What follows belongs to an exercise in optimizing a design on an open flow for small area; a production flow would make more cautious choices.
Only simulation tests tie the RTL to the original design; equivalence was not proved.

## flow/design.v (module list and top-level ports; edited modules follow where they fit)
// module DualPortBRAM: 266 lines
// module DDS: 289 lines
// module DDS_FA: 4 lines
// module DDS_HA: 4 lines
// module DDS_MAJ: 3 lines
// module DDS_BPP: 3 lines
// module DDS_Mult: 876 lines
module DDS(
    input                DAC_clk,
    input                rst_n,
    input                en,
    input         [31:0] FreqCntrl,
    input         [31:0] PhaseCntrl,
    input signed  [15:0] AmplCntrl,
    input                DataPathSelect,
    input         [31:0] DirectValue,
    output signed [15:0] SampleOut
    );
  // ...
==> flow/run.sh <==
#!/bin/bash
# synth_recipe.tcl (not shown) runs the flow's synth.tcl, then flattens the netlist and writes it again
# the make line also repeats each setting of config.mk as NAME=value (left out here)
make -C /OpenROAD-flow-scripts/flow DESIGN_CONFIG=/design/flow/config.mk WORK_HOME=/design/flow/orfs CLKGATE_MAP_FILE= SYNTH_SCRIPT=/design/flow/synth_recipe.tcl finish
==> flow/config.mk <==
export PLATFORM = sky130hd
export DESIGN_NAME = DDS
export DESIGN_NICKNAME = DDS
export VERILOG_FILES = /design/flow/design.v
export SDC_FILE = /design/flow/constraint.sdc
export NUM_CORES = 4
export LEC_CHECK = 0
export ABC_AREA = 1
export CAP_MARGIN = 20
export CORE_MARGIN = 2
export CORE_UTILIZATION = 30
export PLACE_DENSITY = 0.45
export SLEW_MARGIN = 20
export SYNTH_HIERARCHICAL = 1
export SYNTH_MEMORY_MAX_BITS = 262144
export SYNTH_MINIMUM_KEEP_SIZE = 0
==> flow/constraint.sdc <==
create_clock -name core_clock -period 10.0 [get_ports {DAC_clk}]
set_input_delay 2.0000 -clock core_clock [delete_from_list [all_inputs] [get_ports {DAC_clk}]]
set_output_delay 2.0000 -clock core_clock [all_outputs]
set_load 0.01 [all_outputs]
==> results.yml, run 1 <==
setup_path:
  cp.depth: 21
  cp_top_family: "adder cells"
  crit_top_cell: "fa_1"
  cpMaxStageDelayCell: "fa_1"
  cp-startpoint: "FreqCntrl[0]"
  cp_cell_sequence: "clkdlybuf4s50_1 -> ha_1 -> fa_1 -> fa_1 -> fa_1 -> fa_1 -> fa_1 -> fa_1 -> fa_1 -> fa_1 -> fa_1 -> fa_1 -> fa_1 -> fa_1 -> fa_1 -> inv_1 -> nor2_2 -> nand4_2 -> nor2_2 -> o21ai_0 -> nor2_1"
detailed_routing:
  wirelength_met1_mm: 21.8
  dr.max_layer_used: "met4"
  wl_mm: 50.3
  drt_first_pass_iters: 6
  drc: 0
  viasPerCell: 5.20
  dr.first_iter.drc_count: 1236
floorplan:
  die-area_sq_um: 46100
  rows: 77
  core_sq_um: 44000
layout:
  seq_cells: 77
  layout_common_cells: "nand2_1 (543), nor2_1 (214), inv_1 (172)"
  buffers: 120
  fin_util_pct: 34.3
  final_common_cell: "nand2_1"
sta:
  min_period_ns: 8.13
  finalSetupViolCount: 0
  slew_viol_final: 0
  period_share_pct: 81.3
yosys:
  synth_area_per_cell_sq_um: 6.64
  synth_ff_type: "dfxtp_1"
  synth_mux_area_share_pct: 0
  synth-edff-count: 0
  synthCells: 2008
  synth_nets: 2315
clocking:
  cts_sinks: 77
  clk_pin_slew_ns: 0.06
status:
  status: "finished clean"
global_routing:
  met2_usage_pct: 36.3
  grt_max_degree: 56
place:
  dp_cells: 2625
  dp.final_hpwl_mm: 37.8
job:
  maxCapViolations: 0
==> run 2, diff against run 1 <==
--- a/flow/design.v
+++ b/flow/design.v
@@ -1,273 +1,1001 @@
 module DualPortBRAM (
-    input      [7:0]  Addr,
-    output reg [14:0] Mag
+    input  [7:0]  Addr,
+    output [14:0] Mag
 );
-    always @* begin
-        case (Addr)
-            8'd0: Mag = 15'd0;
-            8'd1: Mag = 15'd201;
-            8'd2: Mag = 15'd402;
-            8'd3: Mag = 15'd603;
-            8'd4: Mag = 15'd804;
-            8'd5: Mag = 15'd1005;
-            8'd6: Mag = 15'd1206;
-            8'd7: Mag = 15'd1407;
-            8'd8: Mag = 15'd1608;
-            8'd9: Mag = 15'd1809;
-            8'd10: Mag = 15'd2009;
-            8'd11: Mag = 15'd2210;
-            8'd12: Mag = 15'd2411;
-            8'd13: Mag = 15'd2611;
-            8'd14: Mag = 15'd2811;
-            8'd15: Mag = 15'd3012;
-            8'd16: Mag = 15'd3212;
-            8'd17: Mag = 15'd3412;
-            8'd18: Mag = 15'd3612;
-            8'd19: Mag = 15'd3812;
-            8'd20: Mag = 15'd4011;
-            8'd21: Mag = 15'd4211;
-            8'd22: Mag = 15'd4410;
-            8'd23: Mag = 15'd4609;
-            8'd24: Mag = 15'd4808;
-            8'd25: Mag = 15'd5007;
-            8'd26: Mag = 15'd5205;
-            8'd27: Mag = 15'd5404;
-            8'd28: Mag = 15'd5602;
-            8'd29: Mag = 15'd5800;
-            8'd30: Mag = 15'd5998;
-            8'd31: Mag = 15'd6195;
-            8'd32: Mag = 15'd6393;
-            8'd33: Mag = 15'd6590;
-            8'd34: Mag = 15'd6787;
-            8'd35: Mag = 15'd6983;
-            8'd36: Mag = 15'd7180;
-            8'd37: Mag = 15'd7376;
-            8'd38: Mag = 15'd7571;
-            8'd39: Mag = 15'd7767;
-            8'd40: Mag = 15'd7962;
-            8'd41: Mag = 15'd8157;
-            8'd42: Mag = 15'd8351;
-            8'd43: Mag = 15'd8546;
-            8'd44: Mag = 15'd8740;
-            8'd45: Mag = 15'd8933;
-            8'd46: Mag = 15'd9127;
-            8'd47: Mag = 15'd9319;
-            8'd48: Mag = 15'd9512;
-            8'd49: Mag = 15'd9704;
-            8'd50: Mag = 15'd9896;
-            8'd51: Mag = 15'd10088;
-            8'd52: Mag = 15'd10279;
-            8'd53: Mag = 15'd10469;
-            8'd54: Mag = 15'd10660;
-            8'd55: Mag = 15'd10850;
-            8'd56: Mag = 15'd11039;
-            8'd57: Mag = 15'd11228;
-            8'd58: Mag = 15'd11417;
-            8'd59: Mag = 15'd11605;
-            8'd60: Mag = 15'd11793;
-            8'd61: Mag = 15'd11980;
-            8'd62: Mag = 15'd12167;
-            8'd63: Mag = 15'd12354;
-            8'd64: Mag = 15'd12540;
-            8'd65: Mag = 15'd12725;
-            8'd66: Mag = 15'd12910;
-            8'd67: Mag = 15'd13095;
-            8'd68: Mag = 15'd13279;
-            8'd69: Mag = 15'd13463;
-            8'd70: Mag = 15'd13646;
-            8'd71: Mag = 15'd13828;
-            8'd72: Mag = 15'd14010;
-            8'd73: Mag = 15'd14192;
-            8'd74: Mag = 15'd14373;
-            8'd75: Mag = 15'd14553;
-            8'd76: Mag = 15'd14733;
-            8'd77: Mag = 15'd14912;
-            8'd78: Mag = 15'd15091;
-            8'd79: Mag = 15'd15269;
-            8'd80: Mag = 15'd15447;
-            8'd81: Mag = 15'd15624;
-            8'd82: Mag = 15'd15800;
-            8'd83: Mag = 15'd15976;
-            8'd84: Mag = 15'd16151;
-            8'd85: Mag = 15'd16326;
-            8'd86: Mag = 15'd16500;
-            8'd87: Mag = 15'd16673;
-            8'd88: Mag = 15'd16846;
-            8'd89: Mag = 15'd17018;
-            8'd90: Mag = 15'd17190;
-            8'd91: Mag = 15'd17361;
-            8'd92: Mag = 15'd17531;
-            8'd93: Mag = 15'd17700;
-            8'd94: Mag = 15'd17869;
-            8'd95: Mag = 15'd18037;
-            8'd96: Mag = 15'd18205;
-            8'd97: Mag = 15'd18372;
-            8'd98: Mag = 15'd18538;
-            8'd99: Mag = 15'd18703;
-            8'd100: Mag = 15'd18868;
-            8'd101: Mag = 15'd19032;
-            8'd102: Mag = 15'd19195;
-            8'd103: Mag = 15'd19358;
-            8'd104: Mag = 15'd19520;
-            8'd105: Mag = 15'd19681;
-            8'd106: Mag = 15'd19841;
-            8'd107: Mag = 15'd20001;
-            8'd108: Mag = 15'd20160;
-            8'd109: Mag = 15'd20318;
-            8'd110: Mag = 15'd20475;
-            8'd111: Mag = 15'd20632;
-            8'd112: Mag = 15'd20788;
-            8'd113: Mag = 15'd20943;
-            8'd114: Mag = 15'd21097;
-            8'd115: Mag = 15'd21251;
-            8'd116: Mag = 15'd21403;
-            8'd117: Mag = 15'd21555;
-            8'd118: Mag = 15'd21706;
-            8'd119: Mag = 15'd21856;
-            8'd120: Mag = 15'd22006;
-            8'd121: Mag = 15'd22154;
-            8'd122: Mag = 15'd22302;
-            8'd123: Mag = 15'd22449;
-            8'd124: Mag = 15'd22595;
-            8'd125: Mag = 15'd22740;
-            8'd126: Mag = 15'd22884;
-            8'd127: Mag = 15'd23028;
-            8'd128: Mag = 15'd23170;
-            8'd129: Mag = 15'd23312;
-            8'd130: Mag = 15'd23453;
-            8'd131: Mag = 15'd23593;
-            8'd132: Mag = 15'd23732;
-            8'd133: Mag = 15'd23870;
-            8'd134: Mag = 15'd24008;
-            8'd135: Mag = 15'd24144;
-            8'd136: Mag = 15'd24279;
-            8'd137: Mag = 15'd24414;
-            8'd138: Mag = 15'd24548;
-            8'd139: Mag = 15'd24680;
-            8'd140: Mag = 15'd24812;
-            8'd141: Mag = 15'd24943;
-            8'd142: Mag = 15'd25073;
-            8'd143: Mag = 15'd25202;
-            8'd144: Mag = 15'd25330;
-            8'd145: Mag = 15'd25457;
-            8'd146: Mag = 15'd25583;
-            8'd147: Mag = 15'd25708;
-            8'd148: Mag = 15'd25833;
-            8'd149: Mag = 15'd25956;
-            8'd150: Mag = 15'd26078;
-            8'd151: Mag = 15'd26199;
-            8'd152: Mag = 15'd26320;
-            8'd153: Mag = 15'd26439;
-            8'd154: Mag = 15'd26557;
-            8'd155: Mag = 15'd26674;
-            8'd156: Mag = 15'd26791;
-            8'd157: Mag = 15'd26906;
-            8'd158: Mag = 15'd27020;
-            8'd159: Mag = 15'd27133;
-            8'd160: Mag = 15'd27246;
-            8'd161: Mag = 15'd27357;
-            8'd162: Mag = 15'd27467;
-            8'd163: Mag = 15'd27576;
-            8'd164: Mag = 15'd27684;
-            8'd165: Mag = 15'd27791;
-            8'd166: Mag = 15'd27897;
-            8'd167: Mag = 15'd28002;
-            8'd168: Mag = 15'd28106;
-            8'd169: Mag = 15'd28209;
-            8'd170: Mag = 15'd28311;
-            8'd171: Mag = 15'd28411;
-            8'd172: Mag = 15'd28511;
-            8'd173: Mag = 15'd28610;
-            8'd174: Mag = 15'd28707;
-            8'd175: Mag = 15'd28803;
-            8'd176: Mag = 15'd28899;
-            8'd177: Mag = 15'd28993;
-            8'd178: Mag = 15'd29086;
-            8'd179: Mag = 15'd29178;
-            8'd180: Mag = 15'd29269;
-            8'd181: Mag = 15'd29359;
-            8'd182: Mag = 15'd29448;
-            8'd183: Mag = 15'd29535;
-            8'd184: Mag = 15'd29622;
-            8'd185: Mag = 15'd29707;
-            8'd186: Mag = 15'd29792;
-            8'd187: Mag = 15'd29875;
-            8'd188: Mag = 15'd29957;
-            8'd189: Mag = 15'd30038;
-            8'd190: Mag = 15'd30118;
-            8'd191: Mag = 15'd30196;
-            8'd192: Mag = 15'd30274;
-            8'd193: Mag = 15'd30350;
-            8'd194: Mag = 15'd30425;
-            8'd195: Mag = 15'd30499;
-            8'd196: Mag = 15'd30572;
-            8'd197: Mag = 15'd30644;
-            8'd198: Mag = 15'd30715;
-            8'd199: Mag = 15'd30784;
-            8'd200: Mag = 15'd30853;
-            8'd201: Mag = 15'd30920;
-            8'd202: Mag = 15'd30986;
-            8'd203: Mag = 15'd31050;
-            8'd204: Mag = 15'd31114;
-            8'd205: Mag = 15'd31177;
-            8'd206: Mag = 15'd31238;
-            8'd207: Mag = 15'd31298;
-            8'd208: Mag = 15'd31357;
-            8'd209: Mag = 15'd31415;
-            8'd210: Mag = 15'd31471;
-            8'd211: Mag = 15'd31527;
-            8'd212: Mag = 15'd31581;
-            8'd213: Mag = 15'd31634;
-            8'd214: Mag = 15'd31686;
-            8'd215: Mag = 15'd31737;
-            8'd216: Mag = 15'd31786;
-            8'd217: Mag = 15'd31834;
-            8'd218: Mag = 15'd31881;
-            8'd219: Mag = 15'd31927;
-            8'd220: Mag = 15'd31972;
-            8'd221: Mag = 15'd32015;
-            8'd222: Mag = 15'd32058;
-            8'd223: Mag = 15'd32099;
-            8'd224: Mag = 15'd32138;
-            8'd225: Mag = 15'd32177;
-            8'd226: Mag = 15'd32214;
-            8'd227: Mag = 15'd32251;
-            8'd228: Mag = 15'd32286;
-            8'd229: Mag = 15'd32319;
-            8'd230: Mag = 15'd32352;
-            8'd231: Mag = 15'd32383;
-            8'd232: Mag = 15'd32413;
-            8'd233: Mag = 15'd32442;
-            8'd234: Mag = 15'd32470;
-            8'd235: Mag = 15'd32496;
-            8'd236: Mag = 15'd32522;
-            8'd237: Mag = 15'd32546;
-            8'd238: Mag = 15'd32568;
-            8'd239: Mag = 15'd32590;
-            8'd240: Mag = 15'd32610;
-            8'd241: Mag = 15'd32629;
-            8'd242: Mag = 15'd32647;
-            8'd243: Mag = 15'd32664;
-            8'd244: Mag = 15'd32679;
-            8'd245: Mag = 15'd32693;
-            8'd246: Mag = 15'd32706;
-            8'd247: Mag = 15'd32718;
-            8'd248: Mag = 15'd32729;
-            8'd249: Mag = 15'd32738;
-            8'd250: Mag = 15'd32746;
-            8'd251: Mag = 15'd32753;
-            8'd252: Mag = 15'd32758;
-            8'd253: Mag = 15'd32762;
-            8'd254: Mag = 15'd32766;
-            8'd255: Mag = 15'd32767;
-            default: Mag = 15'd0;
-        endcase
-    end
+  wire n24, n25, n26, n27, n28, n29, n30,
+    n32, n33, n34, n35, n36, n37, n38, n39,
+    n40, n41, n42, n43, n44, n45, n46, n47,
+    n48, n49, n50, n51, n52, n53, n54, n55,
+    n56, n57, n58, n59, n60, n61, n62, n63,
+    n64, n65, n66, n67, n68, n69, n71, n72,
+    n73, n74, n75, n76, n77, n78, n79, n80,
+    n81, n82, n83, n84, n85, n86, n87, n88,
+    n89, n90, n91, n92, n93, n94, n95, n96,
+    n97, n98, n99, n100, n101, n102, n103,
+    n104, n105, n106, n107, n108, n109, n110,
+    n111, n112, n113, n114, n115, n116, n117,
+    n118, n119, n120, n121, n122, n123, n124,
+    n125, n126, n127, n128, n129, n130, n131,
+    n132, n133, n134, n135, n136, n137, n138,
+    n139, n140, n141, n142, n143, n144, n145,
+    n146, n147, n148, n149, n150, n151, n152,
+    n153, n154, n155, n156, n157, n158, n159,
+    n160, n161, n162, n163, n164, n165, n166,
+    n167, n169, n170, n171, n172, n173, n174,
+    n175, n176, n177, n178, n179, n180, n181,
+    n182, n183, n185, n186, n187, n188, n189,
+    n190, n191, n192, n193, n194, n195, n196,
+    n197, n198, n199, n200, n201, n202, n203,
+    n204, n205, n206, n207, n208, n209, n210,
+    n211, n212, n213, n214, n215, n216, n217,
+    n218, n219, n220, n221, n222, n223, n224,
+    n225, n226, n227, n228, n229, n230, n231,
+    n233, n234, n235, n236, n237, n238, n239,
+    n240, n241, n242, n243, n244, n246, n247,
+    n248, n249, n250, n251, n252, n253, n254,
+    n255, n256, n257, n258, n259, n260, n261,
+    n262, n263, n264, n265, n266, n267, n268,
+    n269, n270, n271, n272, n273, n274, n275,
+    n276, n277, n278, n279, n280, n281, n282,
+    n283, n284, n285, n286, n287, n288, n289,
+    n290, n291, n292, n293, n294, n295, n296,
+    n297, n298, n299, n300, n301, n302, n303,
+    n304, n305, n306, n307, n308, n309, n310,
+    n311, n312, n313, n314, n315, n316, n317,
+    n318, n319, n320, n321, n322, n323, n324,
+    n325, n326, n327, n328, n329, n330, n331,
+    n332, n333, n334, n335, n336, n337, n339,
+    n340, n341, n342, n343, n344, n345, n346,
+    n347, n348, n349, n350, n351, n352, n353,
+    n354, n355, n356, n357, n358, n359, n360,
+    n361, n362, n363, n364, n365, n366, n367,
+    n368, n369, n370, n371, n372, n373, n374,
+    n375, n376, n377, n378, n379, n380, n381,
+    n382, n383, n384, n385, n386, n387, n388,
+    n389, n390, n391, n392, n393, n394, n395,
+    n396, n397, n398, n399, n400, n401, n402,
+    n403, n404, n405, n406, n407, n408, n410,
+    n411, n412, n413, n414, n415, n416, n417,
+    n418, n419, n420, n421, n422, n423, n424,
+    n425, n426, n427, n428, n429, n430, n431,
+    n432, n433, n434, n435, n436, n437, n438,
+    n439, n440, n441, n442, n443, n444, n445,
+    n446, n447, n448, n449, n450, n451, n452,
+    n453, n454, n455, n456, n457, n458, n459,
+    n460, n461, n462, n463, n464, n465, n466,
+    n467, n469, n470, n471, n472, n473, n474,
+    n475, n476, n477, n478, n479, n480, n481,
+    n482, n483, n484, n485, n486, n487, n488,
+    n489, n490, n491, n492, n493, n494, n495,
+    n496, n497, n498, n499, n500, n501, n502,
+    n503, n504, n505, n506, n507, n508, n509,
+    n510, n511, n512, n513, n514, n515, n516,
+    n517, n518, n519, n520, n521, n522, n523,
+    n524, n525, n526, n527, n528, n529, n530,
+    n531, n532, n533, n534, n535, n536, n537,
+    n538, n539, n541, n542, n543, n544, n545,
+    n546, n547, n548, n549, n550, n551, n552,
+    n553, n554, n555, n556, n557, n558, n559,
+    n560, n561, n562, n563, n564, n565, n566,
+    n567, n568, n569, n570, n571, n572, n573,
+    n574, n575, n576, n577, n578, n579, n580,
+    n581, n582, n583, n584, n585, n586, n587,
+    n588, n589, n590, n591, n592, n593, n594,
+    n595, n596, n597, n598, n599, n600, n601,
+    n602, n603, n604, n605, n606, n607, n608,
+    n609, n610, n611, n612, n613, n614, n615,
+    n617, n618, n619, n620, n621, n622, n623,
+    n624, n625, n626, n627, n628, n629, n630,
+    n631, n632, n633, n634, n635, n636, n637,
+    n638, n639, n640, n641, n642, n643, n644,
+    n645, n646, n647, n648, n649, n650, n651,
+    n652, n653, n654, n655, n656, n657, n658,
+    n659, n660, n661, n662, n663, n664, n665,
+    n666, n667, n668, n669, n670, n671, n672,
+    n673, n674, n675, n676, n677, n678, n679,
+    n680, n681, n682, n683, n684, n685, n686,
+    n687, n688, n689, n690, n691, n692, n693,
+    n695, n696, n697, n698, n699, n700, n701,
+    n702, n703, n704, n705, n706, n707, n708,
+    n709, n710, n711, n712, n713, n714, n715,
+    n716, n717, n718, n719, n720, n721, n722,
+    n723, n724, n725, n726, n727, n728, n729,
+    n730, n731, n732, n733, n734, n735, n736,
+    n737, n738, n739, n740, n741, n742, n743,
+    n744, n745, n746, n747, n748, n749, n750,
+    n751, n752, n753, n754, n755, n756, n757,
+    n758, n759, n760, n761, n763, n764, n765,
+    n766, n767, n768, n769, n770, n771, n772,
+    n773, n774, n775, n776, n777, n778, n779,
+    n780, n781, n782, n783, n784, n785, n786,
+    n787, n788, n789, n790, n791, n792, n793,
+    n794, n795, n796, n797, n798, n799, n800,
+    n801, n802, n803, n804, n805, n806, n807,
+    n808, n809, n810, n811, n812, n813, n814,
+    n815, n816, n817, n818, n819, n820, n821,
+    n822, n823, n824, n825, n826, n828, n829,
+    n830, n831, n832, n833, n834, n835, n836,
+    n837, n838, n839, n840, n841, n842, n843,
+    n844, n845, n846, n847, n848, n849, n850,
+    n851, n852, n853, n854, n855, n856, n857,
+    n858, n859, n860, n861, n862, n863, n864,
+    n865, n866, n867, n868, n869, n870, n871,
+    n872, n873, n874, n875, n876, n877, n878,
+    n879, n880, n881, n882, n883, n884, n885,
+    n886, n887, n888, n889, n890;
+  assign n24 = ~Addr[7] & ~Addr[6];
+  assign n25 = Addr[4] & Addr[3];
+  assign n26 = ~Addr[7] & ~Addr[5];
+  assign n27 = Addr[4] & Addr[2];
+  assign n28 = Addr[1] & n27;
+  assign n29 = ~n25 & n26;
+  assign n30 = ~n28 & n29;
+  assign Mag[14] = ~n24 & ~n30;
+  assign n32 = ~Addr[7] & ~Addr[1];
+  assign n33 = ~n24 & ~n32;
+  assign n34 = Addr[2] & Addr[1];
+  assign n35 = Addr[0] & n34;
+  assign n36 = ~Addr[7] & ~Addr[4];
+  assign n37 = Addr[7] & Addr[4];
+  assign n38 = ~n36 & ~n37;
+  assign n39 = ~n33 & n35;
+  assign n40 = n38 & ~n39;
+  assign n41 = Addr[6] & ~Addr[2];
+  assign n42 = Addr[5] & ~n41;
+  assign n43 = Addr[7] & n34;
+  assign n44 = n40 & n42;
+  assign n45 = ~n43 & n44;
+  assign n46 = ~Addr[2] & ~Addr[1];
+  assign n47 = ~Addr[2] & ~Addr[0];
+  assign n48 = ~n46 & ~n47;
+  assign n49 = ~n42 & n48;
+  assign n50 = ~n40 & n49;
+  assign n51 = ~n45 & ~n50;
+  assign n52 = Addr[5] & ~Addr[1];
+  assign n53 = Addr[7] & Addr[6];
+  assign n54 = ~Addr[6] & Addr[2];
+  assign n55 = Addr[1] & Addr[0];
+  assign n56 = ~Addr[4] & ~n54;
+  assign n57 = ~n55 & n56;
+  assign n58 = ~n33 & ~n52;
+  assign n59 = ~n53 & ~n57;
+  assign n60 = ~n58 & ~n59;
+  assign n61 = Addr[3] & n51;
+  assign n62 = ~n60 & n61;
+  assign n63 = Addr[7] & Addr[5];
+  assign n64 = ~Addr[4] & ~n63;
+  assign n65 = ~n62 & n64;
+  assign n66 = ~n26 & ~n65;
+  assign n67 = ~Addr[7] & Addr[6];
+  assign n68 = ~n30 & n67;
+  assign n69 = ~Addr[6] & ~n66;
+  assign Mag[13] = ~n68 & ~n69;
+  assign n71 = Addr[7] & ~Addr[6];
+  assign n72 = ~Addr[5] & Addr[2];
+  assign n73 = Addr[0] & ~n72;
+  assign n74 = Addr[4] & ~Addr[2];
+  assign n75 = ~Addr[2] & Addr[0];
+  assign n76 = Addr[3] & n75;
+  assign n77 = ~Addr[7] & ~n76;
+  assign n78 = ~n73 & ~n74;
+  assign n79 = ~Addr[3] & n78;
+  assign n80 = n77 & ~n79;
+  assign n81 = ~Addr[3] & ~Addr[2];
+  assign n82 = Addr[6] & ~Addr[4];
+  assign n83 = Addr[5] & n81;
+  assign n84 = n82 & n83;
+  assign n85 = ~Addr[4] & ~Addr[2];
+  assign n86 = Addr[5] & n85;
+  assign n87 = ~n27 & ~n86;
+  assign n88 = Addr[5] & ~Addr[2];
+  assign n89 = ~Addr[0] & ~n88;
+  assign n90 = ~n87 & ~n89;
+  assign n91 = ~Addr[6] & ~n90;
+  assign n92 = ~n84 & ~n91;
+  assign n93 = Addr[3] & Addr[0];
+  assign n94 = n87 & ~n93;
+  assign n95 = Addr[5] & Addr[2];
+  assign n96 = n93 & ~n95;
+  assign n97 = Addr[6] & ~Addr[5];
+  assign n98 = ~Addr[4] & ~Addr[3];
+  assign n99 = ~n25 & ~n98;
+  assign n100 = ~Addr[3] & ~Addr[0];
+  assign n101 = ~n85 & ~n100;
+  assign n102 = ~Addr[4] & n81;
+  assign n103 = ~n101 & ~n102;
+  assign n104 = ~n85 & ~n99;
+  assign n105 = Addr[7] & n104;
+  assign n106 = ~n103 & ~n105;
+  assign n107 = n67 & ~n96;
+  assign n108 = ~n94 & n107;
+  assign n109 = n97 & ~n106;
+  assign n110 = ~n108 & ~n109;
+  assign n111 = ~n80 & ~n92;
+  assign n112 = n110 & ~n111;
+  assign n113 = ~n72 & ~n88;
+  assign n114 = ~Addr[7] & ~Addr[3];
+  assign n115 = ~n112 & ~n113;
+  assign n116 = n114 & n115;
+  assign n117 = ~n93 & n99;
+  assign n118 = ~Addr[2] & n117;
+  assign n119 = ~n104 & ~n118;
+  assign n120 = ~Addr[6] & ~n119;
+  assign n121 = n63 & ~n120;
+  assign n122 = ~n84 & n121;
+  assign n123 = Addr[4] & n80;
+  assign n124 = n95 & ~n123;
+  assign n125 = Addr[6] & n124;
+  assign n126 = ~Addr[4] & ~n80;
+  assign n127 = n125 & ~n126;
+  assign n128 = Addr[7] & ~Addr[3];
+  assign n129 = Addr[6] & Addr[5];
+  assign n130 = Addr[2] & ~Addr[0];
+  assign n131 = Addr[6] & Addr[4];
+  assign n132 = ~Addr[7] & Addr[3];
+  assign n133 = ~Addr[5] & n130;
+  assign n134 = n132 & ~n133;
+  assign n135 = ~n131 & n134;
+  assign n136 = ~Addr[6] & ~Addr[0];
+  assign n137 = Addr[6] & Addr[0];
+  assign n138 = Addr[7] & ~Addr[5];
+  assign n139 = ~n136 & ~n137;
+  assign n140 = ~n138 & ~n139;
+  assign n141 = n25 & n140;
+  assign n142 = ~Addr[5] & n71;
+  assign n143 = ~n141 & ~n142;
+  assign n144 = ~Addr[2] & ~n143;
+  assign n145 = n97 & n128;
+  assign n146 = ~n129 & n135;
+  assign n147 = ~n145 & ~n146;
+  assign n148 = ~n144 & n147;
+  assign n149 = ~n116 & ~n122;
+  assign n150 = ~n127 & n149;
+  assign n151 = n148 & n150;
+  assign n152 = ~n55 & n128;
+  assign n153 = Addr[1] & ~n152;
+  assign n154 = ~n151 & ~n153;
+  assign n155 = ~Addr[5] & ~Addr[4];
+  assign n156 = ~Addr[7] & Addr[2];
+  assign n157 = Addr[7] & ~Addr[2];
+  assign n158 = ~Addr[0] & n156;
+  assign n159 = ~n157 & ~n158;
+  assign n160 = ~Addr[6] & Addr[3];
+  assign n161 = ~n75 & ~n130;
+  assign n162 = n142 & n161;
+  assign n163 = ~n112 & ~n162;
+  assign n164 = n159 & n160;
+  assign n165 = ~n155 & n164;
+  assign n166 = Addr[1] & ~n165;
+  assign n167 = ~n163 & n166;
+  assign Mag[9] = n154 | n167;
+  assign n169 = n82 & Mag[9];
+  assign n170 = ~n95 & n169;
+  assign n171 = Addr[4] & n71;
+  assign n172 = ~n170 & ~n171;
+  assign n173 = Addr[4] & ~Addr[3];
+  assign n174 = Addr[5] & n54;
+  assign n175 = ~Addr[5] & Addr[4];
+  assign n176 = Addr[2] & ~n154;
+  assign n177 = n175 & ~n176;
+  assign n178 = Addr[5] & ~n173;
+  assign n179 = ~n177 & ~n178;
+  assign n180 = ~n174 & n179;
+  assign n181 = n114 & n180;
+  assign n182 = ~Addr[3] & ~n172;
+  assign n183 = ~n181 & ~n182;
+  assign Mag[11] = ~n62 & n183;
+  assign n185 = ~Addr[5] & Mag[11];
+  assign n186 = Addr[5] & ~Mag[11];
+  assign n187 = ~n185 & ~n186;
+  assign n188 = Addr[4] & ~Addr[1];
+  assign n189 = Addr[3] & ~n188;
+  assign n190 = n71 & n87;
+  assign n191 = n189 & ~n190;
+  assign n192 = ~Addr[6] & Addr[4];
+  assign n193 = ~n82 & ~n192;
+  assign n194 = ~Addr[7] & Addr[4];
+  assign n195 = ~Addr[2] & n194;
+  assign n196 = Addr[2] & ~Addr[1];
+  assign n197 = ~Addr[5] & ~n196;
+  assign n198 = ~Addr[1] & n130;
+  assign n199 = ~n197 & ~n198;
+  assign n200 = n114 & ~n199;
+  assign n201 = ~Addr[4] & Addr[3];
+  assign n202 = ~Addr[6] & ~n201;
+  assign n203 = Addr[5] & ~Addr[0];
+  assign n204 = n46 & n203;
+  assign n205 = ~Addr[5] & ~Addr[1];
+  assign n206 = ~Addr[4] & Addr[2];
+  assign n207 = ~n205 & n206;
+  assign n208 = n48 & n138;
+  assign n209 = ~n207 & ~n208;
+  assign n210 = Addr[3] & ~n209;
+  assign n211 = ~Addr[3] & n209;
+  assign n212 = ~n210 & ~n211;
+  assign n213 = ~n200 & ~n202;
+  assign n214 = ~n62 & n213;
+  assign n215 = ~n204 & n212;
+  assign n216 = ~n214 & ~n215;
+  assign n217 = ~n195 & ~n216;
+  assign n218 = ~Addr[7] & n129;
+  assign n219 = n191 & ~n193;
+  assign n220 = n217 & ~n218;
+  assign n221 = ~n219 & ~n220;
+  assign n222 = Mag[14] & ~n217;
+  assign n223 = ~n25 & n53;
+  assign n224 = ~n132 & ~n223;
+  assign n225 = n35 & ~n217;
+  assign n226 = ~n224 & ~n225;
+  assign n227 = n222 & n226;
+  assign n228 = ~n222 & ~n226;
+  assign n229 = ~n227 & ~n228;
+  assign n230 = ~n187 & ~n229;
+  assign n231 = n187 & ~n221;
+  assign Mag[10] = n230 | n231;
+  assign n233 = ~Addr[5] & ~Mag[10];
+  assign n234 = ~Addr[5] & ~n24;
+  assign n235 = ~n62 & ~n233;
+  assign n236 = n24 & n235;
+  assign n237 = ~n234 & ~n236;
+  assign n238 = ~n30 & ~n66;
+  assign n239 = ~Addr[6] & ~n238;
+  assign n240 = ~n24 & n62;
+  assign n241 = Addr[5] & n240;
+  assign n242 = ~n68 & ~n239;
+  assign n243 = ~n241 & ~n242;
+  assign n244 = Addr[4] & n237;
+  assign Mag[12] = ~n243 | n244;
+  assign n246 = n25 & n34;
+  assign n247 = Addr[3] & ~Addr[1];
+  assign n248 = Addr[0] & n196;
+  assign n249 = ~n203 & ~n248;
+  assign n250 = n247 & ~n249;
+  assign n251 = Addr[1] & ~Addr[0];
+  assign n252 = ~Addr[1] & Addr[0];
+  assign n253 = ~n251 & ~n252;
+  assign n254 = Addr[5] & ~Addr[3];
+  assign n255 = ~Addr[1] & ~Addr[0];
+  assign n256 = ~n130 & ~n255;
+  assign n257 = ~Addr[1] & ~n74;
+  assign n258 = n256 & ~n257;
+  assign n259 = ~Addr[5] & ~n253;
+  assign n260 = n254 & n258;
+  assign n261 = ~n259 & ~n260;
+  assign n262 = n71 & n261;
+  assign n263 = Addr[3] & Addr[2];
+  assign n264 = Addr[5] & ~n81;
+  assign n265 = ~n263 & n264;
+  assign n266 = n82 & n265;
+  assign n267 = ~n76 & ~n130;
+  assign n268 = Addr[3] & ~Addr[2];
+  assign n269 = n203 & n268;
+  assign n270 = ~Addr[5] & ~n267;
+  assign n271 = ~n269 & ~n270;
+  assign n272 = ~Addr[1] & ~n271;
+  assign n273 = ~Addr[7] & ~n272;
+  assign n274 = ~Addr[2] & Addr[1];
+  assign n275 = ~n100 & n274;
+  assign n276 = ~n196 & ~n275;
+  assign n277 = ~n25 & ~n276;
+  assign n278 = n97 & ~n246;
+  assign n279 = ~n277 & n278;
+  assign n280 = ~n266 & ~n273;
+  assign n281 = ~n279 & n280;
+  assign n282 = Addr[2] & n251;
+  assign n283 = ~n46 & ~n253;
+  assign n284 = n189 & n283;
+  assign n285 = ~Addr[3] & ~n283;
+  assign n286 = Addr[6] & ~n284;
+  assign n287 = ~n285 & n286;
+  assign n288 = ~n75 & ~n282;
+  assign n289 = ~Addr[6] & n288;
+  assign n290 = Addr[5] & ~n289;
+  assign n291 = ~n287 & n290;
+  assign n292 = n136 & n274;
+  assign n293 = ~n34 & ~n46;
+  assign n294 = ~n41 & ~n54;
+  assign n295 = Addr[3] & n293;
+  assign n296 = ~n294 & ~n295;
+  assign n297 = Addr[0] & n296;
+  assign n298 = ~n292 & ~n297;
+  assign n299 = n155 & ~n298;
+  assign n300 = ~n291 & ~n299;
+  assign n301 = ~Addr[7] & ~n300;
+  assign n302 = ~n250 & n262;
+  assign n303 = ~n246 & n302;
+  assign n304 = ~n281 & ~n301;
+  assign n305 = ~n303 & ~n304;
+  assign n306 = Addr[3] & ~Addr[0];
+  assign n307 = ~Addr[3] & Addr[0];
+  assign n308 = ~n306 & ~n307;
+  assign n309 = Addr[0] & n81;
+  assign n310 = n27 & n308;
+  assign n311 = ~n309 & ~n310;
+  assign n312 = ~Addr[4] & ~Addr[1];
+  assign n313 = ~Addr[7] & ~n312;
+  assign n314 = n189 & ~n313;
+  assign n315 = ~Addr[4] & ~n308;
+  assign n316 = ~n314 & ~n315;
+  assign n317 = Addr[2] & n316;
+  assign n318 = ~n100 & n267;
+  assign n319 = ~n75 & ~n97;
+  assign n320 = ~Addr[1] & ~n318;
+  assign n321 = ~n319 & ~n320;
+  assign n322 = ~n204 & ~n321;
+  assign n323 = n153 & ~n311;
+  assign n324 = ~n194 & ~n317;
+  assign n325 = ~n323 & ~n324;
+  assign n326 = ~n322 & n325;
+  assign n327 = Addr[6] & ~Addr[0];
+  assign n328 = Addr[5] & Addr[4];
+  assign n329 = Addr[4] & ~n46;
+  assign n330 = ~n52 & ~n329;
+  assign n331 = Addr[6] & ~n328;
+  assign n332 = ~n330 & n331;
+  assign n333 = ~n327 & ~n332;
+  assign n334 = ~Addr[6] & Addr[0];
+  assign n335 = n28 & n333;
+  assign n336 = ~n334 & n335;
+  assign n337 = ~n305 & ~n326;
+  assign Mag[8] = n336 | ~n337;
+  assign n339 = ~n37 & ~Mag[10];
+  assign n340 = n251 & ~n339;
+  assign n341 = n97 & n340;
+  assign n342 = n51 & n341;
+  assign n343 = Addr[3] & ~n47;
+  assign n344 = n82 & ~n343;
+  assign n345 = n192 & ~n307;
+  assign n346 = ~n344 & ~n345;
+  assign n347 = ~n88 & n137;
+  assign n348 = ~Addr[5] & ~n98;
+  assign n349 = ~n347 & ~n348;
+  assign n350 = Addr[0] & n349;
+  assign n351 = ~Addr[5] & ~n346;
+  assign n352 = ~n350 & ~n351;
+  assign n353 = n25 & n253;
+  assign n354 = n41 & n353;
+  assign n355 = ~Addr[1] & ~n352;
+  assign n356 = ~n354 & ~n355;
+  assign n357 = n46 & n254;
+  assign n358 = ~Addr[4] & n357;
+  assign n359 = ~Addr[1] & ~n358;
+  assign n360 = n352 & ~n359;
+  assign n361 = Addr[4] & n92;
+  assign n362 = n360 & ~n361;
+  assign n363 = n86 & ~n308;
+  assign n364 = ~Addr[7] & ~n84;
+  assign n365 = ~n363 & ~n364;
+  assign n366 = n356 & ~n362;
+  assign n367 = ~n365 & ~n366;
+  assign n368 = Addr[1] & ~n97;
+  assign n369 = n25 & ~n368;
+  assign n370 = ~Addr[3] & Addr[1];
+  assign n371 = ~Addr[6] & ~n255;
+  assign n372 = ~Addr[3] & ~n82;
+  assign n373 = ~n371 & ~n372;
+  assign n374 = ~Addr[2] & n373;
+  assign n375 = n54 & n370;
+  assign n376 = n136 & n188;
+  assign n377 = ~n375 & ~n376;
+  assign n378 = ~n374 & n377;
+  assign n379 = ~n155 & ~n378;
+  assign n380 = Addr[5] & ~n46;
+  assign n381 = n328 & n370;
+  assign n382 = ~n205 & ~n381;
+  assign n383 = ~n27 & n382;
+  assign n384 = n334 & n380;
+  assign n385 = n383 & ~n384;
+  assign n386 = ~n369 & ~n379;
+  assign n387 = ~n385 & ~n386;
+  assign n388 = ~n191 & n205;
+  assign n389 = ~n385 & ~n388;
+  assign n390 = ~n379 & ~n389;
+  assign n391 = Addr[7] & ~n387;
+  assign n392 = ~n390 & n391;
+  assign n393 = n196 & n327;
+  assign n394 = n27 & n129;
+  assign n395 = n308 & n394;
+  assign n396 = ~Addr[5] & ~Addr[3];
+  assign n397 = ~Addr[7] & ~Addr[2];
+  assign n398 = Addr[6] & n252;
+  assign n399 = ~n397 & n398;
+  assign n400 = n396 & n399;
+  assign n401 = ~Addr[0] & n142;
+  assign n402 = ~n400 & ~n401;
+  assign n403 = ~n128 & n393;
+  assign n404 = ~n38 & n403;
+  assign n405 = n402 & ~n404;
+  assign n406 = ~n395 & n405;
+  assign n407 = ~n342 & ~n367;
+  assign n408 = ~n392 & n407;
+  assign Mag[7] = ~n406 | ~n408;
+  assign n410 = ~n75 & ~n99;
+  assign n411 = n71 & ~n410;
+  assign n412 = n75 & n99;
+  assign n413 = n411 & ~n412;
+  assign n414 = ~n88 & ~n206;
+  assign n415 = Addr[3] & n414;
+  assign n416 = n334 & ~n415;
+  assign n417 = ~n357 & n416;
+  assign n418 = n333 & ~n417;
+  assign n419 = ~Addr[3] & ~Addr[1];
+  assign n420 = ~n275 & ~n419;
+  assign n421 = ~Addr[0] & ~n420;
+  assign n422 = ~n47 & ~n247;
+  assign n423 = ~Addr[5] & ~n422;
+  assign n424 = n35 & n173;
+  assign n425 = ~n423 & ~n424;
+  assign n426 = ~Addr[7] & ~n418;
+  assign n427 = ~n421 & n426;
+  assign n428 = n425 & n427;
+  assign n429 = ~Addr[2] & ~n178;
+  assign n430 = Addr[7] & Addr[1];
+  assign n431 = Addr[2] & n306;
+  assign n432 = ~n429 & n430;
+  assign n433 = ~n431 & n432;
+  assign n434 = ~Addr[3] & ~n46;
+  assign n435 = n328 & ~n434;
+  assign n436 = n53 & n435;
+  assign n437 = ~n428 & ~n433;
+  assign n438 = ~n436 & n437;
+  assign n439 = Addr[6] & ~n34;
+  assign n440 = n308 & n439;
+  assign n441 = ~n160 & ~n440;
+  assign n442 = n234 & ~n329;
+  assign n443 = ~n441 & n442;
+  assign n444 = ~Addr[6] & ~Addr[2];
+  assign n445 = n173 & ~n444;
+  assign n446 = n293 & n445;
+  assign n447 = ~n95 & ~n254;
+  assign n448 = ~n446 & ~n447;
+  assign n449 = ~n203 & n448;
+  assign n450 = Addr[4] & n449;
+  assign n451 = Addr[6] & ~n188;
+  assign n452 = ~n71 & ~n157;
+  assign n453 = ~Addr[5] & n452;
+  assign n454 = n306 & n453;
+  assign n455 = ~n137 & n396;
+  assign n456 = n136 & n419;
+  assign n457 = ~n37 & ~n86;
+  assign n458 = ~n455 & ~n456;
+  assign n459 = ~n457 & ~n458;
+  assign n460 = ~n451 & n454;
+  assign n461 = ~n459 & ~n460;
+  assign n462 = ~n413 & ~n438;
+  assign n463 = n461 & ~n462;
+  assign n464 = ~n450 & n463;
+  assign n465 = ~n443 & n464;
+  assign n466 = n187 & n438;
+  assign n467 = n413 & n466;
+  assign Mag[6] = ~n465 | n467;
+  assign n469 = ~Addr[2] & ~n128;
+  assign n470 = ~Addr[4] & n157;
+  assign n471 = ~Addr[5] & ~n470;
+  assign n472 = n55 & n99;
+  assign n473 = ~n469 & n471;
+  assign n474 = ~n472 & ~n473;
+  assign n475 = n37 & n92;
+  assign n476 = n474 & ~n475;
+  assign n477 = Addr[2] & n472;
+  assign n478 = n37 & n93;
+  assign n479 = ~Addr[6] & ~n478;
+  assign n480 = ~n43 & n479;
+  assign n481 = ~Addr[5] & n160;
+  assign n482 = ~Addr[1] & ~n54;
+  assign n483 = n93 & n482;
+  assign n484 = Addr[7] & n483;
+  assign n485 = n73 & n370;
+  assign n486 = ~n484 & ~n485;
+  assign n487 = n95 & n251;
+  assign n488 = n486 & ~n487;
+  assign n489 = ~n481 & n488;
+  assign n490 = ~n456 & n489;
+  assign n491 = Addr[3] & Addr[1];
+  assign n492 = ~Addr[5] & ~Addr[0];
+  assign n493 = Addr[4] & n491;
+  assign n494 = ~n492 & n493;
+  assign n495 = ~Addr[3] & n188;
+  assign n496 = ~n62 & ~n495;
+  assign n497 = n47 & ~n496;
+  assign n498 = ~Addr[4] & ~n490;
+  assign n499 = ~n497 & ~n498;
+  assign n500 = ~n494 & n499;
+  assign n501 = ~n24 & n500;
+  assign n502 = ~n99 & ~n357;
+  assign n503 = ~n447 & ~n502;
+  assign n504 = ~Addr[7] & ~n503;
+  assign n505 = ~n205 & ~n504;
+  assign n506 = ~n501 & n505;
+  assign n507 = n27 & n52;
+  assign n508 = n96 & ~n188;
+  assign n509 = ~n507 & ~n508;
+  assign n510 = n203 & n509;
+  assign n511 = ~Mag[10] & n510;
+  assign n512 = Mag[10] & ~n509;
+  assign n513 = Addr[1] & n132;
+  assign n514 = n27 & n513;
+  assign n515 = n471 & ~n514;
+  assign n516 = ~Addr[7] & ~n274;
+  assign n517 = Addr[3] & ~n516;
+  assign n518 = n256 & n517;
+  assign n519 = ~n93 & n159;
+  assign n520 = n518 & ~n519;
+  assign n521 = n63 & n252;
+  assign n522 = n515 & ~n520;
+  assign n523 = ~n521 & ~n522;
+  assign n524 = ~n152 & n206;
+  assign n525 = ~n513 & n524;
+  assign n526 = Addr[4] & ~n153;
+  assign n527 = ~n157 & n526;
+  assign n528 = ~n343 & n527;
+  assign n529 = ~n35 & ~n204;
+  assign n530 = n194 & ~n529;
+  assign n531 = ~n525 & ~n528;
+  assign n532 = ~n523 & n531;
+  assign n533 = ~n530 & ~n532;
+  assign n534 = ~n512 & n533;
+  assign n535 = ~n511 & n534;
+  assign n536 = Addr[6] & ~n535;
+  assign n537 = ~n477 & n480;
+  assign n538 = ~n476 & n537;
+  assign n539 = ~n506 & ~n538;
+  assign Mag[5] = n536 | ~n539;
+  assign n541 = ~Addr[4] & Addr[1];
+  assign n542 = ~n188 & ~n541;
+  assign n543 = ~n37 & ~n371;
+  assign n544 = ~Addr[4] & n334;
+  assign n545 = ~n251 & ~n544;
+  assign n546 = Addr[2] & ~n327;
+  assign n547 = Addr[7] & n546;
+  assign n548 = ~n542 & ~n543;
+  assign n549 = n38 & ~n545;
+  assign n550 = ~n548 & ~n549;
+  assign n551 = ~n547 & n550;
+  assign n552 = n396 & ~n551;
+  assign n553 = n132 & n292;
+  assign n554 = Addr[0] & ~n155;
+  assign n555 = n67 & ~n554;
+  assign n556 = n419 & n555;
+  assign n557 = ~n552 & ~n553;
+  assign n558 = ~n556 & n557;
+  assign n559 = ~Mag[9] & ~n542;
+  assign n560 = Addr[7] & n559;
+  assign n561 = ~n558 & ~n560;
+  assign n562 = n113 & n137;
+  assign n563 = n53 & n282;
+  assign n564 = ~n562 & ~n563;
+  assign n565 = Addr[5] & n136;
+  assign n566 = ~n51 & ~n565;
+  assign n567 = Addr[2] & n566;
+  assign n568 = n51 & ~n393;
+  assign n569 = ~n567 & ~n568;
+  assign n570 = n71 & n161;
+  assign n571 = ~n88 & n570;
+  assign n572 = ~n252 & ~n430;
+  assign n573 = ~n89 & n572;
+  assign n574 = Addr[4] & ~n573;
+  assign n575 = ~n41 & ~n334;
+  assign n576 = n205 & ~n575;
+  assign n577 = n36 & ~n282;
+  assign n578 = ~n571 & n574;
+  assign n579 = ~n569 & n578;
+  assign n580 = ~n576 & n577;
+  assign n581 = ~n579 & ~n580;
+  assign n582 = Addr[1] & n54;
+  assign n583 = Addr[3] & ~n582;
+  assign n584 = Addr[7] & ~Addr[4];
+  assign n585 = n203 & ~n482;
+  assign n586 = n584 & ~n585;
+  assign n587 = ~n293 & n481;
+  assign n588 = n583 & ~n586;
+  assign n589 = ~n587 & ~n588;
+  assign n590 = n564 & ~n581;
+  assign n591 = ~n589 & ~n590;
+  assign n592 = ~Addr[4] & n100;
+  assign n593 = ~n444 & ~n592;
+  assign n594 = n52 & ~n593;
+  assign n595 = n370 & ~n546;
+  assign n596 = n161 & n247;
+  assign n597 = ~n595 & ~n596;
+  assign n598 = n584 & ~n597;
+  assign n599 = ~n36 & n334;
+  assign n600 = ~n28 & ~n599;
+  assign n601 = n254 & n600;
+  assign n602 = ~n598 & n601;
+  assign n603 = n55 & n71;
+  assign n604 = Addr[4] & n603;
+  assign n605 = ~n86 & ~n602;
+  assign n606 = ~n604 & n605;
+  assign n607 = ~n569 & ~n594;
+  assign n608 = ~n92 & ~n607;
+  assign n609 = ~n131 & ~n569;
+  assign n610 = ~Addr[0] & ~n609;
+  assign n611 = n397 & ~n594;
+  assign n612 = ~n610 & ~n611;
+  assign n613 = ~n608 & n612;
+  assign n614 = ~n606 & n613;
+  assign n615 = ~n561 & ~n591;
+  assign Mag[4] = n614 | ~n615;
+  assign n617 = n46 & n327;
+  assign n618 = n114 & ~n312;
+  assign n619 = ~n329 & n517;
+  assign n620 = ~n128 & ~n430;
+  assign n621 = ~n99 & ~n620;
+  assign n622 = ~n619 & ~n621;
+  assign n623 = ~n541 & ~n622;
+  assign n624 = ~n618 & ~n623;
+  assign n625 = n203 & ~n624;
+  assign n626 = Addr[4] & ~n132;
+  assign n627 = ~n397 & n626;
+  assign n628 = ~n491 & ~n627;
+  assign n629 = ~n157 & ~n628;
+  assign n630 = ~Addr[5] & ~n629;
+  assign n631 = Addr[6] & ~n630;
+  assign n632 = n88 & n491;
+  assign n633 = ~n263 & ~n329;
+  assign n634 = n38 & ~n633;
+  assign n635 = Addr[5] & Addr[3];
+  assign n636 = n541 & n635;
+  assign n637 = Addr[0] & ~n634;
+  assign n638 = ~n636 & ~n637;
+  assign n639 = n188 & ~n263;
+  assign n640 = Addr[7] & n639;
+  assign n641 = ~n632 & ~n640;
+  assign n642 = ~n638 & n641;
+  assign n643 = ~n625 & n631;
+  assign n644 = ~n642 & n643;
+  assign n645 = ~n251 & ~n274;
+  assign n646 = ~Addr[3] & ~n645;
+  assign n647 = n71 & ~n646;
+  assign n648 = n293 & n330;
+  assign n649 = Addr[3] & n328;
+  assign n650 = n46 & n649;
+  assign n651 = ~n396 & ~n635;
+  assign n652 = ~n74 & n651;
+  assign n653 = ~n541 & n652;
+  assign n654 = ~n648 & ~n650;
+  assign n655 = ~n653 & n654;
+  assign n656 = Addr[0] & ~n655;
+  assign n657 = n196 & n201;
+  assign n658 = ~Addr[0] & n657;
+  assign n659 = n647 & ~n658;
+  assign n660 = ~n656 & n659;
+  assign n661 = ~n88 & ~n492;
+  assign n662 = n117 & ~n661;
+  assign n663 = n93 & n188;
+  assign n664 = ~n662 & ~n663;
+  assign n665 = ~n594 & n664;
+  assign n666 = n24 & n665;
+  assign n667 = ~Addr[5] & Addr[0];
+  assign n668 = ~n99 & ~Mag[11];
+  assign n669 = n667 & n668;
+  assign n670 = n666 & ~n669;
+  assign n671 = n38 & n617;
+  assign n672 = ~n670 & ~n671;
+  assign n673 = ~n660 & n672;
+  assign n674 = ~n644 & n673;
+  assign n675 = ~n81 & ~n370;
+  assign n676 = ~n247 & n675;
+  assign n677 = Addr[7] & n676;
+  assign n678 = n132 & ~n293;
+  assign n679 = ~n677 & ~n678;
+  assign n680 = n88 & n542;
+  assign n681 = ~n173 & n680;
+  assign n682 = n679 & ~n681;
+  assign n683 = ~n175 & ~n679;
+  assign n684 = ~n682 & ~n683;
+  assign n685 = ~Addr[0] & n684;
+  assign n686 = ~n195 & ~n619;
+  assign n687 = n137 & n686;
+  assign n688 = ~n380 & n687;
+  assign n689 = Addr[7] & n279;
+  assign n690 = ~n74 & ~n206;
+  assign n691 = n689 & n690;
+  assign n692 = n688 & ~n691;
+  assign n693 = ~n674 & ~n685;
+  assign Mag[3] = ~n692 & ~n693;
+  assign n695 = n307 & ~n444;
+  assign n696 = n97 & n161;
+  assign n697 = ~n370 & ~n695;
+  assign n698 = ~n161 & n380;
+  assign n699 = ~n697 & ~n698;
+  assign n700 = ~n696 & n699;
+  assign n701 = Addr[4] & ~n393;
+  assign n702 = n212 & n327;
+  assign n703 = ~Addr[3] & Addr[2];
+  assign n704 = ~Addr[6] & n651;
+  assign n705 = ~n703 & ~n704;
+  assign n706 = n312 & n705;
+  assign n707 = ~n700 & n701;
+  assign n708 = ~n702 & n706;
+  assign n709 = ~n707 & ~n708;
+  assign n710 = ~Addr[2] & n253;
+  assign n711 = ~n197 & ~n253;
+  assign n712 = ~Addr[4] & ~Addr[0];
+  assign n713 = n279 & ~n712;
+  assign n714 = ~n212 & n713;
+  assign n715 = ~n710 & ~n711;
+  assign n716 = n160 & n715;
+  assign n717 = Addr[7] & ~n716;
+  assign n718 = ~n714 & n717;
+  assign n719 = ~n243 & ~n249;
+  assign n720 = ~n282 & ~n719;
+  assign n721 = ~Addr[6] & ~Addr[1];
+  assign n722 = ~Addr[2] & ~n565;
+  assign n723 = ~n721 & ~n722;
+  assign n724 = n243 & ~n723;
+  assign n725 = ~n116 & n724;
+  assign n726 = ~Addr[5] & ~n268;
+  assign n727 = n287 & ~n726;
+  assign n728 = ~n725 & ~n727;
+  assign n729 = Mag[11] & ~n720;
+  assign n730 = n728 & ~n729;
+  assign n731 = ~n709 & n718;
+  assign n732 = n36 & ~n730;
+  assign n733 = ~n731 & ~n732;
+  assign n734 = ~n175 & ~n712;
+  assign n735 = ~n187 & ~n734;
+  assign n736 = Addr[4] & n308;
+  assign n737 = ~n203 & n736;
+  assign n738 = ~n735 & ~n737;
+  assign n739 = ~n62 & ~n174;
+  assign n740 = n251 & ~n739;
+  assign n741 = n129 & n161;
+  assign n742 = ~n269 & ~n741;
+  assign n743 = n541 & n742;
+  assign n744 = Addr[7] & n743;
+  assign n745 = n194 & ~n617;
+  assign n746 = ~n740 & n745;
+  assign n747 = ~n744 & ~n746;
+  assign n748 = n294 & ~n738;
+  assign n749 = ~n747 & ~n748;
+  assign n750 = ~n200 & n217;
+  assign n751 = ~Addr[6] & n81;
+  assign n752 = Addr[6] & ~n81;
+  assign n753 = n52 & ~n752;
+  assign n754 = ~n137 & n253;
+  assign n755 = ~n398 & ~n754;
+  assign n756 = n95 & n755;
+  assign n757 = n25 & n756;
+  assign n758 = ~n751 & n753;
+  assign n759 = ~n750 & n758;
+  assign n760 = ~n757 & ~n759;
+  assign n761 = n733 & ~n749;
+  assign Mag[2] = ~n760 | n761;
+  assign n763 = ~n177 & ~n491;
+  assign n764 = ~n81 & n763;
+  assign n765 = Addr[7] & ~n347;
+  assign n766 = ~n764 & ~n765;
+  assign n767 = ~n46 & n155;
+  assign n768 = n161 & ~n398;
+  assign n769 = ~n199 & n767;
+  assign n770 = ~Addr[3] & ~n768;
+  assign n771 = ~n769 & ~n770;
+  assign n772 = ~n191 & n771;
+  assign n773 = ~n93 & ~n254;
+  assign n774 = ~n216 & ~n584;
+  assign n775 = n773 & n774;
+  assign n776 = n772 & ~n775;
+  assign n777 = ~n766 & ~n776;
+  assign n778 = ~n273 & ~n777;
+  assign n779 = n26 & ~n103;
+  assign n780 = n99 & n779;
+  assign n781 = ~Addr[0] & n651;
+  assign n782 = ~n98 & n781;
+  assign n783 = ~n780 & ~n782;
+  assign n784 = ~n144 & n783;
+  assign n785 = Addr[1] & n784;
+  assign n786 = ~n363 & ~n785;
+  assign n787 = ~Addr[4] & n128;
+  assign n788 = ~n786 & ~n787;
+  assign n789 = n479 & n788;
+  assign n790 = ~n195 & n789;
+  assign n791 = ~n55 & ~n370;
+  assign n792 = n156 & n791;
+  assign n793 = Addr[6] & ~n419;
+  assign n794 = ~n783 & ~n793;
+  assign n795 = n792 & n794;
+  assign n796 = ~Addr[1] & n194;
+  assign n797 = ~n268 & ~n796;
+  assign n798 = ~n194 & ~n205;
+  assign n799 = ~n155 & n798;
+  assign n800 = n797 & ~n799;
+  assign n801 = ~n27 & n52;
+  assign n802 = Addr[0] & ~n98;
+  assign n803 = ~n88 & n584;
+  assign n804 = ~n802 & ~n803;
+  assign n805 = n801 & n804;
+  assign n806 = ~n801 & ~n804;
+  assign n807 = ~n805 & ~n806;
+  assign n808 = Addr[3] & ~n457;
+  assign n809 = ~n63 & n808;
+  assign n810 = ~n188 & n809;
+  assign n811 = ~n47 & n254;
+  assign n812 = Addr[4] & n811;
+  assign n813 = ~n767 & ~n812;
+  assign n814 = ~n810 & n813;
+  assign n815 = ~n27 & ~n814;
+  assign n816 = Addr[7] & n306;
+  assign n817 = ~n34 & n114;
+  assign n818 = ~n816 & ~n817;
+  assign n819 = ~n282 & n818;
+  assign n820 = n807 & ~n815;
+  assign n821 = ~n800 & n820;
+  assign n822 = ~n813 & ~n819;
+  assign n823 = ~n821 & ~n822;
+  assign n824 = Addr[6] & ~n823;
+  assign n825 = ~n778 & ~n790;
+  assign n826 = ~n795 & n825;
+  assign Mag[1] = n824 | ~n826;
+  assign n828 = n327 & n419;
+  assign n829 = ~n35 & ~n828;
+  assign n830 = Addr[6] & ~Addr[3];
+  assign n831 = Addr[2] & n830;
+  assign n832 = Addr[1] & n831;
+  assign n833 = Addr[6] & ~n519;
+  assign n834 = ~n315 & ~n833;
+  assign n835 = Addr[3] & n46;
+  assign n836 = ~n834 & ~n835;
+  assign n837 = ~n832 & n836;
+  assign n838 = ~n584 & n837;
+  assign n839 = Addr[4] & ~n829;
+  assign n840 = ~n838 & ~n839;
+  assign n841 = ~n598 & n840;
+  assign n842 = ~Addr[5] & n841;
+  assign n843 = Addr[5] & ~n137;
+  assign n844 = ~n446 & n843;
+  assign n845 = ~n71 & n312;
+  assign n846 = ~Addr[0] & ~n845;
+  assign n847 = Addr[6] & ~n196;
+  assign n848 = ~Addr[4] & n253;
+  assign n849 = ~n431 & n848;
+  assign n850 = n128 & n645;
+  assign n851 = n626 & ~n850;
+  assign n852 = n263 & ~n846;
+  assign n853 = ~n851 & ~n852;
+  assign n854 = ~n849 & n853;
+  assign n855 = ~n847 & n854;
+  assign n856 = Addr[7] & ~n160;
+  assign n857 = n397 & ~n752;
+  assign n858 = ~n856 & ~n857;
+  assign n859 = n541 & n858;
+  assign n860 = Addr[7] & ~n136;
+  assign n861 = ~n98 & ~n860;
+  assign n862 = n469 & ~n861;
+  assign n863 = ~n251 & n862;
+  assign n864 = n844 & ~n855;
+  assign n865 = ~n859 & n864;
+  assign n866 = ~n863 & n865;
+  assign n867 = n129 & ~n397;
+  assign n868 = ~n32 & ~n867;
+  assign n869 = Addr[0] & ~n396;
+  assign n870 = ~n495 & n869;
+  assign n871 = n85 & n132;
+  assign n872 = n870 & ~n871;
+  assign n873 = ~n621 & n872;
+  assign n874 = ~n868 & n873;
+  assign n875 = ~n842 & ~n866;
+  assign n876 = ~n874 & n875;
+  assign n877 = ~n88 & ~n157;
+  assign n878 = n93 & n877;
+  assign n879 = Addr[7] & n161;
+  assign n880 = n627 & ~n879;
+  assign n881 = ~n63 & n878;
+  assign n882 = ~n27 & n881;
+  assign n883 = ~n880 & ~n882;
+  assign n884 = ~n157 & ~n160;
+  assign n885 = n471 & ~n884;
+  assign n886 = ~n156 & n885;
+  assign n887 = Addr[1] & n886;
+  assign n888 = n883 & ~n887;
+  assign n889 = ~n721 & ~n883;
+  assign n890 = ~n888 & ~n889;
+  assign Mag[0] = n876 | n890;
 endmodule
 `timescale 1ns / 1ps
 module DDS(
     input                DAC_clk,
     input                rst_n,
     input                en,
     input         [31:0] FreqCntrl,
     input         [31:0] PhaseCntrl,
==> flow/flow/run.sh (new file) <==
#!/bin/bash
# The standard layout (the standard.sh, all ORFS steps), with the port buffers
# made of the smallest buffer cell instead of the default clkdlybuf4s50_1.
set -euo pipefail
bash standard.sh BUFFER_PORTS_ARGS="-buffer_cell sky130_fd_sc_hd__buf_1" finish > standard_flow.log 2>&1
==> flow/standard.sh (new file) <==
#!/bin/bash
# synth_recipe.tcl (not shown) runs the flow's synth.tcl, then flattens the netlist and writes it again
# the make line also repeats each setting of config.mk as NAME=value (left out here)
make -C /OpenROAD-flow-scripts/flow DESIGN_CONFIG=/design/flow/config.mk WORK_HOME=/design/flow/orfs CLKGATE_MAP_FILE= SYNTH_SCRIPT=/design/flow/synth_recipe.tcl "${@:-finish}"
==> flow/config.mk (replaced) <==
export PLATFORM = sky130hd
export DESIGN_NAME = DDS
export DESIGN_NICKNAME = DDS
export VERILOG_FILES = /design/flow/design.v
export SDC_FILE = /design/flow/constraint.sdc
export NUM_CORES = 4
export LEC_CHECK = 0
export ABC_AREA = 1
export CAP_MARGIN = 20
export CORE_MARGIN = 2
export CORE_UTILIZATION = 55.0
export CTS_BUF_LIST = sky130_fd_sc_hd__clkbuf_8
export PLACE_DENSITY = 0.65
export SLEW_MARGIN = 20
export SYNTH_HIERARCHICAL = 1
export SYNTH_MEMORY_MAX_BITS = 262144
export SYNTH_MINIMUM_KEEP_SIZE = 0
removed: flow/run.sh
==> results.yml, run 2 <==
status:
  status: "finished clean"
global_routing:
  grt.total_usage_pct: 37.2
  grt_pass1_vias: 13016
  grt_max_degree: 29
  grt_pass1_wl_mm: 70.9
  grt-ovfl-total: 0
  antenna_found_initial: 1
clocking:
  tritoncts: "built"
  cts_setup_buffers: 0
  cts_max_level: 3
  clk_path_buf_depth: 2
  clk_latency_ns: 0.38
  ctsHoldBuffers: 0
  numCtsBuffers: 9
  cts_sinks: 77
  clockRootBuffer: "clkbuf_8"
  clk_pin_slew_ns: 0.09
  cts_resized: 0
setup_path:
  cp_cell_sequence: "buf_1 -> ha_1 -> fa_1 -> fa_1 -> fa_1 -> fa_1 -> fa_1 -> fa_1 -> fa_1 -> fa_1 -> fa_1 -> fa_1 -> fa_1 -> fa_1 -> fa_1 -> inv_1 -> nor2_2 -> nand4_2 -> nor2_2 -> o21ai_0 -> nor2_1"
  worstPathMaxFanout: 5
  crit_top_cell: "fa_1"
  path_buf_inv: 2
  start_kind: "input port"
  cpMaxStageDelayCell: "fa_1"
  cp_top_family: "adder cells"
  max_stage_delay_ns: 0.41
  endpoint_kind: "flop"
  cp.depth: 21
  required_ns: 10.27
  worstPathArrival_ns: 8.02
  r2r_cells: 20
  critPathKind: "in2reg"
  r2r_slack_ns: 3.61
place:
  place.gp.congestion: 1.05
  dp.final_hpwl_mm: 34.8
  port_buffers: 99
job:
  maxCapViolations: 0
sta:
  finalSetupViolCount: 0
  fin_setup_tns_ns: 0
  period_share_pct: 77.4
  rsz0062_at_grt: "no"
  slew_viol_final: 0
  skew_ns: 0.0157
  hold_viol: 0
  relSlewSlack_pct: 49.1
  min_period_ns: 7.74
  timing.fmax_mhz: 129
  tightest_slew_ns: 0.754
yosys:
  synth_ff_type: "dfxtp_1"
  synth_area_per_cell_sq_um: 7.21
  yosysTopAreaCell: "fa_1"
  synth_seq_area_share_pct: 11.9
  synthCells: 1794
  yosysTopAreaCellShare_pct: 18.4
  ys_warn_count: 7
  synth_area_sq_um: 12900
  yosysMostFrequentCell: "nand2_1"
  synth_nets: 2127
  synthTopCellsByCount: "nand2_1 (328), inv_1 (191), nor2_1 (190)"
  synth-seq-cells: 77
  yosys.cell_types.count: 62
  synth-edff-count: 0
  synthArstFlopShare_pct: 0
  synth_area_leaders: "fa_1 (18%), dfxtp_1 (12%), nand2_1 (9.5%)"
floorplan:
  io_pins: 132
  rows: 56
  start_util_pct: 55.6
  die_h_um: 157
  die-area_sq_um: 24700
  core_sq_um: 23300
  die_w_um: 157
hold_path:
  whs_path_depth: 0
  holdCritPathClass: "reg2reg"
layout:
  drive_gt1_share_pct: 6.20
  nNetsFinal: 2182
  area_growth_pct: 6.28
  final_common_cell: "nand2_1"
  seqCellArea_sq_um: 1540
  largest_reg_flops: 24
  layout_common_cells: "nand2_1 (328), inv_1 (191), nor2_1 (190)"
  top_register: "Accu"
  multi_input_area_sq_um: 10300
  fill_cells: 2171
  top_regs: "Accu x24, MultRes x16, SampleMag x16"
  diodes: 0
detailed_routing:
  dr.first_iter.drc_count: 1328
  wl_mm: 45.8
  wl_per_cell_um: 21.1
  vias: 13392
  drtAntennaViolNets: 0
  drc: 0
  viasPerCell: 6.16
  drt_first_pass_iters: 6
## run 2: worst paths after layout
| path | start | endpoint |
|---|---|---|
| max | FreqCntrl[0] | Accu[21]$_SDFF_PP0_ |
| min | PhaseAddress[2]$_SDFF_PN0_ | AddrR[2]$_DFF_P_ |
| max reg2reg | Accu[0]$_SDFF_PP0_ | Accu[21]$_SDFF_PP0_ |
| min reg2reg | PhaseAddress[2]$_SDFF_PN0_ | AddrR[2]$_DFF_P_ |
## run 2: Yosys stat by module, one instance, submodules excluded
module | flops+latches | cell area (sq um) | cells
DDS | 77 | 2790 | 338
DDS_HA | 0 | 12.5 | 1
DDS_FA | 0 | 20.0 | 1
DDS_MAJ | 0 | 21.3 | 4
DualPortBRAM | 0 | 3360 | 620
DDS_Mult | 0 | 3520 | 617
## run 2: cells by family (layout without fill, tap and decap cells)
group / count (synthesis) / count (layout) / synth area share [%]
DFF: 77 / 77 / 11.9
other: 1 / 1 / 0.0290
buffers and inverters: 281 / 341 / 8.80
and+or+nand+nor: 685 / 685 / 23.1
AOI/OAI and AO/OA: 383 / 383 / 18.0
xor gates and xnor gates: 150 / 150 / 10.2
adders and majority gates: 217 / 217 / 27.9
## run 2: worst register-to-register path: stages (launching register included)
cell and delay (ns):
dfxtp_1 0.32, ha_1 0.20, fa_1 0.40, fa_1 0.41, fa_1 0.41, fa_1 0.41, fa_1 0.41, fa_1 0.40
fa_1 0.40, fa_1 0.39, fa_1 0.40, fa_1 0.40, fa_1 0.39, fa_1 0.39, fa_1 0.41, inv_1 0.10
nor2_2 0.06, nand4_2 0.12, nor2_2 0.07, o21ai_0 0.14, nor2_1 0.06
## run 2: metal layers
metal	track usage (%)	vias to the layer above	share of wire, %
met1	44.2	6295	37
met3	8.40	222	9.6
met4	20.3	2	6.5
met5	0	-	0.031
li1	-	6087	-
met2	62.5	786	46
## run 2: per-stage QoR
stage / hold WS (ns) / worst slack, ns / util [%] / cell area, sq um / instances
4_1_cts: 0.332 / 2.30 / 59.1 / 13700 / 2173
3_3_place_gp: 0.310 / 2.01 / 58.1 / 13500 / 2157
3_5_place_dp: 0.312 / 1.92 / 58.1 / 13500 / 2157
2_1_floorplan: 0.310 / 2.31 / - / 12900 / 1794
6_report: 0.331 / 2.26 / 59.1 / 13700 / 2173
5_1_grt: 0.342 / 2.03 / 59.1 / 13700 / 2173
## run 2: layout make-up
cell class | instances | share of cell area, %
Multi-Input combinational cell | 1436 | 74.7
Sequential cell | 77 | 11.2
Inverter | 206 | 5.66
Timing Repair Buffer | 119 | 3.80
Tap cell | 319 | 2.90
Clock buffer | 10 | 1.00
Clock inverter | 6 | 0.683

[separate check: timing with driven ports]
How much do the figures lean on ideal ports? The routed layouts below were timed once more, with nothing changed but the port constraints.
Step 1 assumes that a clkbuf_16 drives the clock port and a buf_2 every other input.
Step 2 times the ports against the registers' clock, not the clock port: input delays grow and output delays shrink by t, the midpoint of the rising clock arrivals with the driver on.
Slacks: ideal / step 1 / step 2; pairs: ideal / step 1.
run | shift t [ns] | slack for setup (ns) | worst slew at a driven data input, ns | pins driven straight from the clock port
run 1 | 0.398 | 1.872 / 1.900 / 1.502 | 0.06 | 1
run 2 | 0.410 | 2.258 / 2.276 / 1.866 | 0.05 | 1
After both steps setup and hold are still met in every run listed. The setup slack of run 2, which loses most, moves by +0.018 ns with the drivers and by -0.392 ns with both steps.
